What follows belongs to an exercise in optimizing a design on an open flow for small area and a short achievable clock period; a production flow would make more cautious choices. Function was checked by simulation only, so behaviour that the tests miss may differ from the original. The clock port is modelled as an ideal driver, which makes a skipped or thinned clock tree look cheaper than it is; a real chip needs a root buffer or a tree. Power figures rest on the tool's default switching activity, not on a simulated workload.

run A:
## IOTDF
module IOTDF( clk, rst, in_en, iot_in, fn_sel, busy, valid, iot_out);
==> flow/config.mk <==
export PLATFORM = sky130hd
export DESIGN_NAME = IOTDF
export DESIGN_NICKNAME = IOTDF
export VERILOG_FILES = /design/flow/design.v
export SDC_FILE = /design/flow/constraint.sdc
export NUM_CORES = 4
export LEC_CHECK = 0
export ABC_AREA = 0
export CAP_MARGIN = 20
export CORE_MARGIN = 2
export CORE_UTILIZATION = 75
export CTS_BUF_LIST = sky130_fd_sc_hd__clkbuf_8
export CTS_CLUSTER_DIAMETER = 60
export CTS_CLUSTER_SIZE = 18
export PLACE_DENSITY = 0.8
export SLEW_MARGIN = 20
==> flow/constraint.sdc <==
create_clock -name core_clock -period 10.0 [get_ports {clk}]
set_input_delay 2.0000 -clock core_clock [delete_from_list [all_inputs] [get_ports {clk}]]
set_output_delay 2.0000 -clock core_clock [all_outputs]
set_load 0.01 [all_outputs]
standard.sh (not shown) runs the stock make flow with config.mk's settings and CLKGATE_MAP_FILE= SYNTH_SCRIPT=/design/flow/synth_recipe.tcl, a recipe that flattens the netlist after the stock synthesis.
==> flow/flow/run.sh <==
#!/bin/bash
# The standard layout, with these changes:
#  - plain sky130_fd_sc_hd__buf_1 cells as the port buffers;
#  - timing repair aims at a period of 10 - SETUP_SLACK_MARGIN ns, and runs
#    after global routing only, once the clock tree has its final form.
set -euo pipefail
here=$(pwd)
export BUFFER_PORTS_ARGS="-buffer_cell sky130_fd_sc_hd__buf_1"
export POST_CTS_TCL="$here/flow/post_cts.tcl"
export SKIP_CTS_REPAIR_TIMING=1
export SETUP_SLACK_MARGIN=7.1
bash standard.sh > flow_standard.log 2>&1
Other scripts of this flow, unchanged in this note and not shown: flow/flow/post_cts.tcl, flow/flow/reroot.tcl
For run A, the flow was terminated by a tool error in 4_1_cts and produced no final design.
Setup changes, run A to run B
- a change of PLACE_DENSITY from 0.8 to 0.75
- a change of ABC_AREA from 0 to 1
- a change of CORE_UTILIZATION from 75 to 65
diff --git a/flow/flow/run.sh b/flow/flow/run.sh
--- a/flow/flow/run.sh
+++ b/flow/flow/run.sh
@@ -11 +11 @@
-export SETUP_SLACK_MARGIN=7.1
+export SETUP_SLACK_MARGIN=7.0
Run B completed; timing, DRC and antenna clean. In run B relative to run A, count of different cell masters after synthesis had gone down by more than a quarter. Going from run A to run B, share of synthesized cell area in and, or, nand and nor gates higher; post-synthesis share of cell area spent on xor and xnor gates fell by 0.60 points. Placement-stage worst setup slack: run B higher than run A. Cell area after synthesis, run B and run A: lower on run A. Detailed placer's ending HPWL went down by more than 10% going from run A to run B. Run B: global placement routability congestion lower than run A. The number of standard cells after synthesis in run B is 1.09 times that in run A.
Modified inputs, run C compared to run B
- SETUP_SLACK_MARGIN now 0.3, previously not set
==> flow/flow/run.sh <==
#!/bin/bash
set -euo pipefail
here=$(pwd)
export BUFFER_PORTS_ARGS="-buffer_cell sky130_fd_sc_hd__buf_1"
export POST_CTS_TCL="$here/flow/post_cts.tcl"
bash standard.sh > flow_standard.log 2>&1
Findings:
As of run C, wire length on met2 had fallen slightly compared to run B. Run C completed end to end with timing, DRC and antenna clean. Delta (run C minus run B): number of vias after detailed routing fell by 33, met1 wire length has decreased, final period demand of the worst path +0.21 ns.

* * *

== build 68 ==
Another version of the RTL of IOTDF (not shown whole).
Size: roughly 460 cells after synthesis, roughly 280 flip-flops, about 0.0069 mm² of cells after synthesis.
## IOTDF
module IOTDF( clk, rst, in_en, iot_in, fn_sel, busy, valid, iot_out);
input          clk;
input          rst;
input          in_en;
input  [7:0]   iot_in;
input  [2:0]   fn_sel;
output         busy;
output         valid;
output [127:0] iot_out;
reg  [127:0] x;         
reg  [127:0] y;         
reg  [2:0]   s3;        
reg          carry;     
reg          r;         
reg          ones;      
reg          copy_r;    
reg  [2:0]   fn;        
reg          valid_r;
reg  [3:0]   cnt;       
reg          have;      
reg  [2:0]   pos;       
reg          r0done;    
wire ph0  = (cnt == 4'd0);
wire ph15 = (cnt == 4'd15);
wire f_mma  = (fn == 3'b001) | (fn == 3'b010) | (fn == 3'b011);
wire f_avg  = (fn == 3'b011);
wire f_ext  = (fn == 3'b100);
wire f_exc  = (fn == 3'b101);
wire f_peak = (fn[2:1] == 2'b11);
wire f_less = (fn == 3'b010) | (fn == 3'b111);
wire [7:0] a = x[127:120];
wire [7:0] b = y[127:120];
wire r_prev = r;
wire [7:0] gk = a & ~b;
wire [7:0] pk = a | ~b;
wire g10 = gk[1] | (pk[1] & gk[0]), p10 = pk[1] & pk[0];
wire g32 = gk[3] | (pk[3] & gk[2]), p32 = pk[3] & pk[2];
wire g54 = gk[5] | (pk[5] & gk[4]), p54 = pk[5] & pk[4];
wire g76 = gk[7] | (pk[7] & gk[6]), p76 = pk[7] & pk[6];
wire g30 = g32 | (p32 & g10), p30 = p32 & p10;
wire g74 = g76 | (p76 & g54), p74 = p76 & p54;
wire g70 = g74 | (p74 & g30), p70 = p74 & p30;
wire r_next = f_less ^ (g70 | (p70 & (r_prev ^ f_less)));
wire ones_next = (a == 8'hFF) & ones;
wire better = r_next;
wire last   = (pos == 3'd7);
wire first  = (pos == 3'd0) & ~(f_peak & r0done);    
wire ge70   = a[7] | (a[6] & a[5] & a[4]);
wire ltAF   = ~a[7] | (~a[6] & (~a[5] | (~a[4] & ~(&a[3:0]))));
wire lt7F   = ~a[7] & ~(&a[6:0]);
wire geC0   = a[7] & a[6];
wire ext_ok = ge70 & (ltAF | ((a == 8'hAF) & ~ones));
wire exc_ok = lt7F | ((a == 8'h7F) & ~ones) | geC0;
wire copy_now = (f_ext & ext_ok) | (f_exc & exc_ok) | (~f_ext & ~f_exc & (first | better));
wire copy = (f_ext | f_exc) | (ph0 ? copy_now : copy_r);
wire emit = have & (((f_mma | (f_peak & ~r0done)) & last) |
                    ((f_ext | f_exc | (f_peak & r0done)) & copy_r));
wire       first_in = ~have | last;     
wire [3:0] low    = (s3 & {3{~first_in}}) + x[10:8];
  ...
==> flow/config.mk <==
export PLATFORM = sky130hd
export DESIGN_NAME = IOTDF
export DESIGN_NICKNAME = IOTDF
export VERILOG_FILES = /design/flow/design.v
export SDC_FILE = /design/flow/constraint.sdc
export NUM_CORES = 4
export LEC_CHECK = 0
export ABC_AREA = 0
export CAP_MARGIN = 20
export CORE_MARGIN = 2
export CORE_UTILIZATION = 55
export CTS_BUF_LIST = sky130_fd_sc_hd__clkbuf_8
export CTS_CLUSTER_DIAMETER = 60
export CTS_CLUSTER_SIZE = 18
export PLACE_DENSITY = 0.7
export SLEW_MARGIN = 20
==> flow/constraint.sdc <==
create_clock -name core_clock -period 10.0 [get_ports {clk}]
set_input_delay 2.0000 -clock core_clock [delete_from_list [all_inputs] [get_ports {clk}]]
set_output_delay 2.0000 -clock core_clock [all_outputs]
set_load 0.01 [all_outputs]
==> flow/flow/run.sh <==
#!/bin/bash
# The standard layout, with these changes:
#  - plain sky130_fd_sc_hd__buf_1 cells as the port buffers;
#  - after CTS, the clock tree is rebuilt with four root buffers on the clock
#    port, each driving two leaf buffers (flow/rebuild.tcl);
#  - timing repair aims at a period of 10 - SETUP_SLACK_MARGIN ns, and runs
#    after global routing only, once the clock tree has its final form.
set -euo pipefail
here=$(pwd)
export BUFFER_PORTS_ARGS="-buffer_cell sky130_fd_sc_hd__buf_1"
export POST_CTS_TCL="$here/flow/post_cts.tcl"
export SKIP_CTS_REPAIR_TIMING=1
export SETUP_SLACK_MARGIN=7.1
bash standard.sh > flow_standard.log 2>&1
Other scripts of this flow, unchanged in this note and not shown: flow/flow/post_cts.tcl, flow/flow/rebuild.tcl
Here is what was changed in the inputs of build 96 compared with build 68.
Settings: CORE_UTILIZATION now 65, was 55; PLACE_DENSITY now 0.75, was 0.7.
-- flow/flow/run.sh --
<<< build 68, line 12
export SKIP_CTS_REPAIR_TIMING=1
export SETUP_SLACK_MARGIN=7.1
bash standard.sh > flow_standard.log 2>&1
>>> build 96, line 12
export SKIP_CTS_REPAIR_TIMING=1
export SETUP_SLACK_MARGIN=7.2
bash standard.sh > flow_standard.log 2>&1
==> notes.md <==
- Post-route minimum period for build 96: 0.029 ns down relative to build 68
- In the flow results for build 96 and build 68, the die extent in x is larger on build 68.
- [build 96 vs build 68] number of vias after detailed routing: higher in build 96
- What build 96 reported for wire length per cell has to be multiplied by 0.74 to get the figure for build 68.
- Changes observed in build 96 relative to build 68: die area fell by 15%; detailed route wirelength on metal3 rose by 140 µm; fraction of the yosys area taken by sequential cells stayed essentially flat; number of logic stages on the critical path including buffering stayed essentially flat.
- Route | build 96 vs build 68 | wire longer in build 96
The inputs of build 48 differ from those of build 96 as listed below.
Settings: swapping 0.75 for 0.6 in PLACE_DENSITY.
-- flow/flow/run.sh --
<<< build 96, line 12
export SKIP_CTS_REPAIR_TIMING=1
export SETUP_SLACK_MARGIN=7.2
bash standard.sh > flow_standard.log 2>&1
>>> build 48, line 12
export SKIP_CTS_REPAIR_TIMING=1
export SETUP_SLACK_MARGIN=7.1
bash standard.sh > flow_standard.log 2>&1
[summary]
- The combinational power in build 48 was lower than what build 96 gave.
- Compared with build 96, build 48 shows detailed placer's ending HPWL that has gone down by a little under 10%.
- Arrival time of the worst setup path: higher on build 48
Changes in build 30 relative to build 48:
Settings: swapping 0.6 for 0.75 in PLACE_DENSITY.
## What came out
- The routed wire length on met3 of build 30 is higher than that of build 48.
- Changes observed in build 30 relative to build 48: average vias per placed instance rose about 1.1%, number of synthesized flops with an enable pin level.
- Fraction of power spent switching nets in build 30 vs build 48: up 0.19 points
- Going from build 48 to build 30, headroom to the max-slew limit climbed 29 points; footprint of the multi-input gates barely changed; total power climbed 0.48%; total routed wirelength climbed 6.7%.
No run of this note takes its clock network from TritonCTS; it comes from the design's own scripts or RTL.

port drivers added, routing unchanged:
No port has a modelled driver above. Below, the same layouts with a new extraction and two added sets of constraints.
Step 1 sets driving cells, clkbuf_16 on the clock port and buf_2 on the other inputs (assumed; they add their load-dependent delay and slew).
Step 2, shift: input delay + t, output delay - t, t = (earliest + latest rising clock arrival at the registers) / 2. This alone moves slack from input paths to output paths.
Three values: no drivers, after step 1, after step 2; two values: the first two.
| run | t, ns | setup WS [ns] | cell pins on the clock port's net |
|---|---|---|---|
| run B | 0.374 | 7.061 / 6.978 / 6.797 | 4 |
| run C | 0.374 | 6.853 / 6.916 / 6.542 | 4 |
| build 68 | 0.374 | 7.127 / 7.061 / 7.220 | 4 |
| build 96 | 0.381 | 7.156 / 7.088 / 7.201 | 4 |
| build 48 | 0.377 | 7.125 / 7.058 / 7.231 | 4 |
| build 30 | 0.375 | 7.134 / 7.067 / 7.236 | 4 |
After both steps setup and hold are still met in every run listed. The setup slack of run C, which loses most, moves by +0.063 ns with the drivers and by -0.311 ns with both steps.
